Background: an optimization exercise with open tools, aiming at small area. Do not read the settings as production practice. Only simulation tests tie the RTL to the original design; equivalence was not proved. Power and IR drop assume default switching activity.

### flow/design.v
`timescale 1ns / 1ps
module controller (
    input  [31:0] IR,
    output        b_rt,
    output        b_imm,
    output        b_lui,
    output        inv,        
    output        uns,        
    output        k_sum,
    output        k_log,
    output        k_slt,
    output        k_sh,
    output        k_clz,
    output        k_ld,
    output [1:0]  lf,         
    output        lf_nor,
    output        wen_base,
    output        ovf_chk,
    output        wa_rd,
    output        sh_var,
    output        left,
    output        arith,
    output        rotf,
    output        is_se,
    output        is_j,
    output        is_br,
    output        mem_we
);
wire [5:0] op = IR[31:26];
wire [5:0] fn = IR[5:0];
wire op_R   = ~op[5] & ~op[3] & ~op[2] & ~op[1] & ~op[0];    
wire op_imm = ~op[5] & ~op[4] & op[3];                       
wire op_clz = op[4] & ~op[0];                                
assign is_se = op[4] & op[0];                                
wire op_lui = op_imm & op[2] & op[1] & op[0];                
wire r_sum = fn[5] & ~fn[3] & ~fn[2];     
wire r_log = fn[5] & ~fn[3] &  fn[2];     
wire r_slt = fn[5] &  fn[3];              
assign b_rt  = ~op[3] & ~op[5];
assign b_imm = (op_imm & ~op_lui) | op[5];
assign b_lui = op_lui;
assign inv = op_R   ? (fn[1] & ~fn[2]) :
             op_imm ? (op[1] & ~op[2]) :
             (op_clz & fn[0]);
assign uns = op_R ? fn[0] : op[0];
assign k_sum = (op_R & r_sum) | (op_imm & ~op[2] & ~op[1]);
assign k_slt = (op_R & r_slt) | (op_imm & ~op[2] &  op[1]);
assign k_log = (op_R & r_log) | (op_imm & op[2]);
assign k_sh  = (op_R & ~fn[5]) | is_se;
assign k_clz = op_clz;
assign k_ld  = op[5];
assign lf     = op_R ? fn[1:0] : op[1:0];
assign lf_nor = op_R;
assign wen_base = op[5] ? ~op[3] : (op[3] | (op[2:0] == 3'b000));
assign ovf_chk  = (op_R & fn[5] & ~fn[3] & ~fn[2] & ~fn[0]) |
                  (op_imm & ~op[2] & ~op[1] & ~op[0]);
assign wa_rd    = op[4] | ~(op[3] | op[5]);
assign sh_var = fn[2];
assign left   = ~fn[1] & ~op[4];
assign arith  = fn[0];
assign rotf   = fn[1] & ~fn[0] & (fn[2] ? IR[6] : IR[21]);
assign is_j   = ~op[5] & ~op[3] & ~op[2] & op[1];
assign is_br  = ~op[5] & ~op[3] & (op[2] | op[0]);
assign mem_we = op[5] & op[3];
endmodule
`timescale 1ns / 1ps
module mips32_adder (
    input  [31:0] g,
    input  [31:0] p,
    input         cin,
    output [32:0] c
);
assign c[0] = cin;
genvar i;
generate
    for (i = 0; i < 32; i = i + 1) begin : ch
        assign c[i+1] = g[i] | (p[i] & c[i]);
    end
endgenerate
endmodule
`timescale 1ns / 1ps
module clz (
    input  [31:0] in,
    output [5:0]  cnt
);
wire [15:0] z1;
wire [15:0] c1;
genvar i;
generate
    for (i = 0; i < 16; i = i + 1) begin : l1
        assign z1[i] = ~in[2*i+1] & ~in[2*i];
        assign c1[i] = ~in[2*i+1];
    end
endgenerate
wire [7:0] z2;
wire [15:0] c2;
generate
    for (i = 0; i < 8; i = i + 1) begin : l2
        assign z2[i] = z1[2*i+1] & z1[2*i];
        assign c2[2*i+1:2*i] = z1[2*i+1] ? {1'b1, c1[2*i]} : {1'b0, c1[2*i+1]};
    end
endgenerate
wire [3:0] z3;
wire [11:0] c3;
generate
    for (i = 0; i < 4; i = i + 1) begin : l3
        assign z3[i] = z2[2*i+1] & z2[2*i];
        assign c3[3*i+2:3*i] = z2[2*i+1] ? {1'b1, c2[4*i+1:4*i]} : {1'b0, c2[4*i+3:4*i+2]};
    end
endgenerate
wire [1:0] z4;
wire [7:0] c4;
generate
    for (i = 0; i < 2; i = i + 1) begin : l4
        assign z4[i] = z3[2*i+1] & z3[2*i];
        assign c4[4*i+3:4*i] = z3[2*i+1] ? {1'b1, c3[6*i+2:6*i]} : {1'b0, c3[6*i+5:6*i+3]};
    end
endgenerate
wire z5 = z4[1] & z4[0];
wire [4:0] c5 = z4[1] ? {1'b1, c4[3:0]} : {1'b0, c4[7:4]};
assign cnt = {z5, c5 & {5{~z5}}};
endmodule
`timescale 1ns / 1ps
`timescale 1ns / 1ps
module mips32_alu (
    input  [31:0] A,
    input  [31:0] B,
    input         inv,
    input         uns,
    input  [1:0]  lf,
    input         lf_nor,
    output [31:0] sum,
    output [31:0] logic_out,
    output        less,
    output        ovf,
    output [5:0]  cnt,
    output        eq
);
wire [31:0] Bx = B ^ {32{inv}};
wire [31:0] p = A ^ Bx;
wire [31:0] g = A & Bx;
wire [32:0] c;
mips32_adder add (
    .g(g),
    .p(p),
    .cin(inv),
    .c(c)
);
assign sum = p ^ c[31:0];
wire [31:0] o = p | g;
assign logic_out = (lf == 2'b00) ? g :
                   (lf == 2'b10) ? p :
                   (o ^ {32{lf[1] & lf[0] & lf_nor}});
assign less = p[31] ? ~c[31] : (A[31] ^ uns);
assign ovf  = ~p[31] & (c[31] ^ A[31]);
clz z (
    .in(p),
    .cnt(cnt)
);
assign eq = cnt[5];
endmodule
`timescale 1ns / 1ps
`timescale 1ns / 1ps
module mips32_shift (
    input  [31:0] shift_in,
    input  [4:0]  rot_amt,
    input  [4:0]  mask_t,
    input         left,
    input         keep_all,
    input         fill,
    output [31:0] shift_out
);
wire [31:0] s0 = rot_amt[0] ? {shift_in[0],    shift_in[31:1]}  : shift_in;
wire [31:0] s1 = rot_amt[1] ? {s0[1:0],   s0[31:2]}  : s0;
wire [31:0] s2 = rot_amt[2] ? {s1[3:0],   s1[31:4]}  : s1;
wire [31:0] s3 = rot_amt[3] ? {s2[7:0],   s2[31:8]}  : s2;
wire [31:0] s4 = rot_amt[4] ? {s3[15:0],  s3[31:16]} : s3;
wire [31:0] t;
genvar i;
generate
    for (i = 0; i < 32; i = i + 1) begin : m
        assign t[i] = (i <= mask_t);
    end
endgenerate
generate
    for (i = 0; i < 32; i = i + 1) begin : o
        wire keep = keep_all | (left ? t[31-i] : t[i]);
        assign shift_out[i] = keep ? s4[i] : fill;
    end
endgenerate
endmodule
`timescale 1ns / 1ps
module regfile_aoi3 (
    input  [2:0] s,
    input  [2:0] d,
    output       y
);
assign y = ~|(s & d);
endmodule
module regfile_rbit (
    input  [31:1] sel,
    input  [31:1] d,
    output        y
);
wire [10:0] n;
genvar j;
generate
    for (j = 0; j < 10; j = j + 1) begin : g
        regfile_aoi3 a (.s(sel[3*j+3:3*j+1]), .d(d[3*j+3:3*j+1]), .y(n[j]));
    end
endgenerate
assign n[10] = ~(sel[31] & d[31]);
assign y = ~&n;
endmodule
module register_mips32 (
    input         clk,
    input  [4:0]  ra1,
    input  [4:0]  ra2,
    input  [4:0]  wa,
    input         we,
    input  [31:0] wd,
    output [31:0] rd1,
    output [31:0] rd2
);
reg  [31:0] data [31:1];
wire [31:1] s1, s2;
genvar k, b;
generate
    for (k = 1; k < 32; k = k + 1) begin : r
        always @(posedge clk)
            if (we && wa == k)
                data[k] <= wd;
        assign s1[k] = (ra1 == k);
        assign s2[k] = (ra2 == k);
    end
    for (b = 0; b < 32; b = b + 1) begin : c
        wire [31:1] col;
        for (k = 1; k < 32; k = k + 1) begin : e
            assign col[k] = data[k][b];
        end
        regfile_rbit p1 (.sel(s1), .d(col), .y(rd1[b]));
        regfile_rbit p2 (.sel(s2), .d(col), .y(rd2[b]));
    end
endgenerate
endmodule
`timescale 1ns / 1ps
module misp_cpu_top (
    input clk,
    input reset,
    output [31:0] outp,
    output [31:0] pc_p,
    input  [31:0] instr,
    output [31:0] dmem_addr,
    output [31:0] dmem_wdata,
    output        dmem_we,
    input  [31:0] dmem_rdata
);
wire [31:0] IR = instr;
reg  [29:0] W;
wire [29:0] W_next;
always @(posedge clk or posedge reset)
    if (reset)
        W <= 30'd0;
    else
        W <= W_next;
assign pc_p = {W, 2'b00};
wire b_rt, b_imm, b_lui, inv, uns, k_sum, k_log, k_slt, k_sh, k_clz, k_ld;
wire [1:0] lf;
wire lf_nor, wen_base, ovf_chk, wa_rd, sh_var, left, arith, rotf, is_se;
wire is_j, is_br, mem_we;
controller ctrl (
    .IR(IR), .b_rt(b_rt), .b_imm(b_imm), .b_lui(b_lui), .inv(inv), .uns(uns),
    .k_sum(k_sum), .k_log(k_log), .k_slt(k_slt), .k_sh(k_sh), .k_clz(k_clz),
    .k_ld(k_ld), .lf(lf), .lf_nor(lf_nor), .wen_base(wen_base), .ovf_chk(ovf_chk),
    .wa_rd(wa_rd), .sh_var(sh_var), .left(left), .arith(arith), .rotf(rotf),
    .is_se(is_se), .is_j(is_j), .is_br(is_br), .mem_we(mem_we)
);
wire [31:0] A, T, res;
wire ovf;
wire [4:0] wa = wa_rd ? IR[15:11] : IR[20:16];
register_mips32 regfile (
    .clk(clk),
    .ra1(IR[25:21]),
    .ra2(IR[20:16]),
    .wa(wa),
    .we(wen_base & ~(ovf_chk & ovf)),
    .wd(res),
    .rd1(A),
    .rd2(T)
);
wire [31:0] B = ({32{b_rt}} & T) |
                ({32{b_imm}} & {{16{IR[15]}}, IR[15:0]}) |
                ({32{b_lui}} & {IR[15:0], 16'd0});
wire [31:0] sum, logic_out;
wire less, eq;
wire [5:0] cnt;
mips32_alu alu (
    .A(A), .B(B), .inv(inv), .uns(uns), .lf(lf), .lf_nor(lf_nor),
    .sum(sum), .logic_out(logic_out), .less(less), .ovf(ovf), .cnt(cnt), .eq(eq)
);
wire [4:0] sh = sh_var ? A[4:0] : IR[10:6];
wire [4:0] sh_r = left ? (5'd0 - sh) : sh;
wire [4:0] rot_amt = is_se ? 5'd0 : sh_r;
wire [4:0] mask_t = ~(sh ^ {1'b0, is_se, 3'b000});
wire fill = arith ? T[31] : is_se & (IR[9] ? T[15] : T[7]);
wire [31:0] sh_out;
mips32_shift shifter (
    .shift_in(T),
    .rot_amt(rot_amt),
    .mask_t(mask_t),
    .left(left),
    .keep_all(rotf),
    .fill(fill),
    .shift_out(sh_out)
);
assign res = ({32{k_sum}} & sum) |
             ({32{k_log}} & logic_out) |
             ({32{k_sh}}  & sh_out) |
             ({32{k_ld}}  & dmem_rdata) |
             {26'd0, {6{k_clz}} & cnt} |
             {31'd0, k_slt & less};
wire sign = A[31];
wire cond = IR[28] ? ((IR[27] ? (sign | eq) : eq) ^ IR[26]) : (sign ^ IR[16]);
wire taken = is_br & cond;
wire [29:0] inc = W + 30'd1;
wire [29:0] off = {{14{~IR[28] & IR[15]}}, IR[15:0]};
wire [29:0] tgt = W + off + 30'd1;
assign W_next = is_j  ? {W[29:26], IR[25:0]} :
                taken ? tgt : inc;
assign outp = res;
assign dmem_addr = sum;
assign dmem_wdata = T;
assign dmem_we = mem_we;
endmodule
### flow/run.sh
#!/bin/bash
# synth_recipe.tcl (not shown) runs the flow's synth.tcl, then flattens the netlist and writes it again
# the make line also repeats each setting of config.mk as NAME=value (left out here)
make -C /OpenROAD-flow-scripts/flow DESIGN_CONFIG=/design/flow/config.mk WORK_HOME=/design/flow/orfs CLKGATE_MAP_FILE= SYNTH_SCRIPT=/design/flow/synth_recipe.tcl finish
### flow/config.mk
export PLATFORM = sky130hd
export DESIGN_NAME = misp_cpu_top
export DESIGN_NICKNAME = misp_cpu_top
export VERILOG_FILES = /design/flow/design.v
export SDC_FILE = /design/flow/constraint.sdc
export NUM_CORES = 8
export LEC_CHECK = 0
export CAP_MARGIN = 20
export CORE_MARGIN = 2
export CORE_UTILIZATION = 40
export SETUP_SLACK_MARGIN = 0.3
export SLEW_MARGIN = 20
export SYNTH_HIERARCHICAL = 1
### flow/constraint.sdc
create_clock -name core_clock -period 11.0 [get_ports {clk}]
set_input_delay 2.2000 -clock core_clock [delete_from_list [all_inputs] [get_ports {clk}]]
set_output_delay 2.2000 -clock core_clock [all_outputs]
set_load 0.01 [all_outputs]
==> flow_metrics.tcl <==
set metrics [dict create \
    total_power_mw 11.53 \
    crit_family "buffers and inverters" \
    comb_power_share 0.285 \
    overflow 0 \
    syn_to_final_growth_pct 25.35 \
    drt-pass1-iter-count 11 \
    cts_tree "done" \
    utilization 0.5043 \
    grt_pass1_wl_um 308200 \
    die-width_um 359.2 \
    synth_area_um2 50450 \
    setup.worst_path.start_class "input port" \
    post-route-drc-count 0 \
    report.final.slew_viol_count 0 \
    postCtsHoldBufs 0 \
    die_h_um 359.2 \
    p_per_area_nw_per_um2 182.3 \
    vias 44100 \
    initial_core_util 0.4023 \
    slowest_delay_ps 610 \
    clkPwrFrac 0.311 \
    grt.total_usage 0.3318 \
    crit_type "input port to output pin" \
    cpMostUsedCell "buf_4" \
    grt_pass1_vias 41030 \
    routedWlPerCell_um 36.70 \
    arrival_ps 8370 \
    clock.fmax_mhz 94.65 \
    design.core.area_um2 125400 \
    syn_avg_cell_area_um2 13.68 \
    pin_count 195 \
    internal-power_mw 7.845 \
    drtIter0Drc 11310 \
    rsz0062_at_grt "yes" \
    switching_share 0.3194 \
    dp_hpwl_um 144700 \
    hold_ws_ps 551.1 \
    clock_skew_ps 78.79 \
    setup_viol_count_final 0 \
    placementRows 130 \
    end_kind "output pin" \
    worst-endpoint-required_ps 8800 \
    crit_slowest_cell "a222oi_1" \
    stdcell_area_um2 63240 \
    clockBufferDepth 3 \
    clockRootBuffer "clkbuf_16" \
    nFillCells 10710 \
    clock_latency_ps 750 \
    path_buf_inv 9 \
    power_frac_seq 0.404 \
    seq_area_um2 30540 \
    clock_sinks 1022 \
    peakVddDrop_mv 0.1435 \
    outcome "timing/DRC/antenna clean" \
    p_sw_mw 3.681 \
    final.setup.tns_ps 0 \
    htreeDepth 3 \
    antenna_left 0 \
    worst_slew_pin_slew_ps 1177 \
    wl_um 224500 \
    finalHoldViolations 0 \
    grt_start_max_net_pins 86 \
    slew_headroom 0.2074 \
    yosys_warnings 9 \
    fp.dieArea_um2 129000 \
    place_area_um2 58180 \
    numCtsBuffers 104 \
    avgViaCountPerCell 7.209 \
    antenna_found_initial 10 \
    cts.clk_slew.worst_paths_ps 70 \
    maxCapViolations 0 \
    worst-path-max-fanout 30 \
    period_share 0.9605 \
    post-route-min-period_ps 10570 \
    hp-class "flip-flop to flip-flop" \
    drive_gt1_frac 0.2159 \
    io_buffers 192 \
    syn_inst 3687 \
    layout.nets 4520 \
    p_leak_nw 22.02 \
    multi_input_area_um2 20060 \
    gp_congestion 0.9695 \
]
## layout make-up
| type | count | share of cell area |
|---|---|---|
| Multi-Input combinational cell | 2451 | 0.3172 |
| Inverter | 93 | 0.005520 |
| Antenna cell | 7 | 0.0002770 |
| Clock inverter | 68 | 0.01203 |
| Sequential cell | 1022 | 0.4829 |
| Clock buffer | 127 | 0.04251 |
| Timing Repair Buffer | 699 | 0.1070 |
| Tap cell | 1650 | 0.03264 |
## layout by cell type (no fill, tap or decap), types with 41 or more instances in the layout
cell type and instances:
edfxtp_1 992, clkbuf_16 105, nor2b_1 41, buf_12 76, o22ai_1 46, o21ai_1 46, buf_4 418, o221ai_1 42
nor2_1 104, a2111o_1 64, mux2_2 55, ha_1 80, inv_1 91, and3_1 45, a21oi_1 82, a22oi_1 73
nor2_4 103, clkdlybuf4s50_1 179, a222oi_1 645, o21ai_0 81, nand2_1 236, xor2_1 71, nand4_1 142
## registers in the layout (all words and copies together) (netlist names)
signal / cells
regfile.data: 992
W: 30
## power groups by stage
| stage | Clock (mW) | Combinational, mW | Sequential [mW] |
|---|---|---|---|
| floorplan | 0 | 1.57 | 4.71 |
| global placement | 0 | 3.08 | 4.73 |
| detailed placement | 0 | 3.10 | 4.74 |
| CTS | 3.60 | 3.15 | 4.65 |
| global route | 3.75 | 3.43 | 4.67 |
| finish | 3.59 | 3.28 | 4.66 |
## routing by layer
metal	vias up	GRT usage	share of wire
met5	-	0	0.00021
met4	8	0.2080	0.071
met3	639	0.1040	0.15
met2	3941	0.4863	0.43
met1	21610	0.4268	0.35
li1	17900	-	-
## final timing paths
kind,endpoint,slack (ps),start,cells after the start
hold / removal,W[28]$_DFFE_PP0N_,550,W[28]$_DFFE_PP0N_,1
max in group asynchronous,W[4]$_DFF_PP0_,8760,reset,3
min in group asynchronous,W[27]$_DFFE_PP0N_,1880,reset,3
setup / recovery,outp[25],430,instr[22],25
hold reg to reg,W[28]$_DFFE_PP0N_,550,W[28]$_DFFE_PP0N_,1
setup reg to reg,regfile.data[5][16]$_DFFE_PP_,3800,regfile.data[25][19]$_DFFE_PP_,25
## through the flow
step	std cells	setup WS, ps
after floorplan	3688	1063
after global placement	5786	-601.7
after detailed placement	5787	-539.1
after CTS	6057	153.2
after global routing	6111	239.7
final	6117	434.7
## worst register-to-register path, stage by stage (launching register included)
cell and delay, ps:
edfxtp_1 400, a222oi_1 430, nand4_1 410, a2111o_1 560, a22oi_1 170, nand2_1 120
xor2_2 220, inv_1 70, ha_1 290, o21ai_1 110, a22o_1 210, or4_4 540
o211ai_4 200, a41o_1 230, a221o_1 170, a31o_1 180, a21o_1 180, buf_4 120
buf_4 110, xnor2_1 110, nor2_1 140, a21boi_0 360, buf_4 280, nand4bb_1 440
nor2_4 190, buf_4 510
## timing repair
| action | 4_1_cts | 5_1_grt |
|---|---|---|
| resized for setup | 43 | 50 |
| setup endpoints to repair | 27 | 37 |
| gates cloned | 20 | 3 |
| setup buffers | 55 | 49 |
| pin swaps | 42 | 53 |

port drivers added, routing unchanged:
Ports are ideal in the flow. The routed layout listed here was re-timed in OpenROAD.
Step 1 sets driving cells, clkbuf_16 on the clock port and buf_2 on the other inputs (assumed; they add their load-dependent delay and slew).
Step 2 adds t to the input delays and takes it off the output delays; t is the mean of the earliest and latest rising clock arrival at the registers after step 1. Input paths then give back, and output paths get back, about the clock's delay inside the block.
Slacks: ideal / step 1 / step 2; pairs: ideal / step 1.
t, ns: 0.783
setup WS [ns]: 0.435 / 0.406 / 0.406
worst setup path after step 2: input to output
worst register clock-pin slew, ns: 0.07 / 0.07
cell pins on the clock port's net: 1
After both steps setup and hold are still met in this run. The setup slack of this run moves by -0.029 ns with the drivers and by -0.029 ns with both steps.
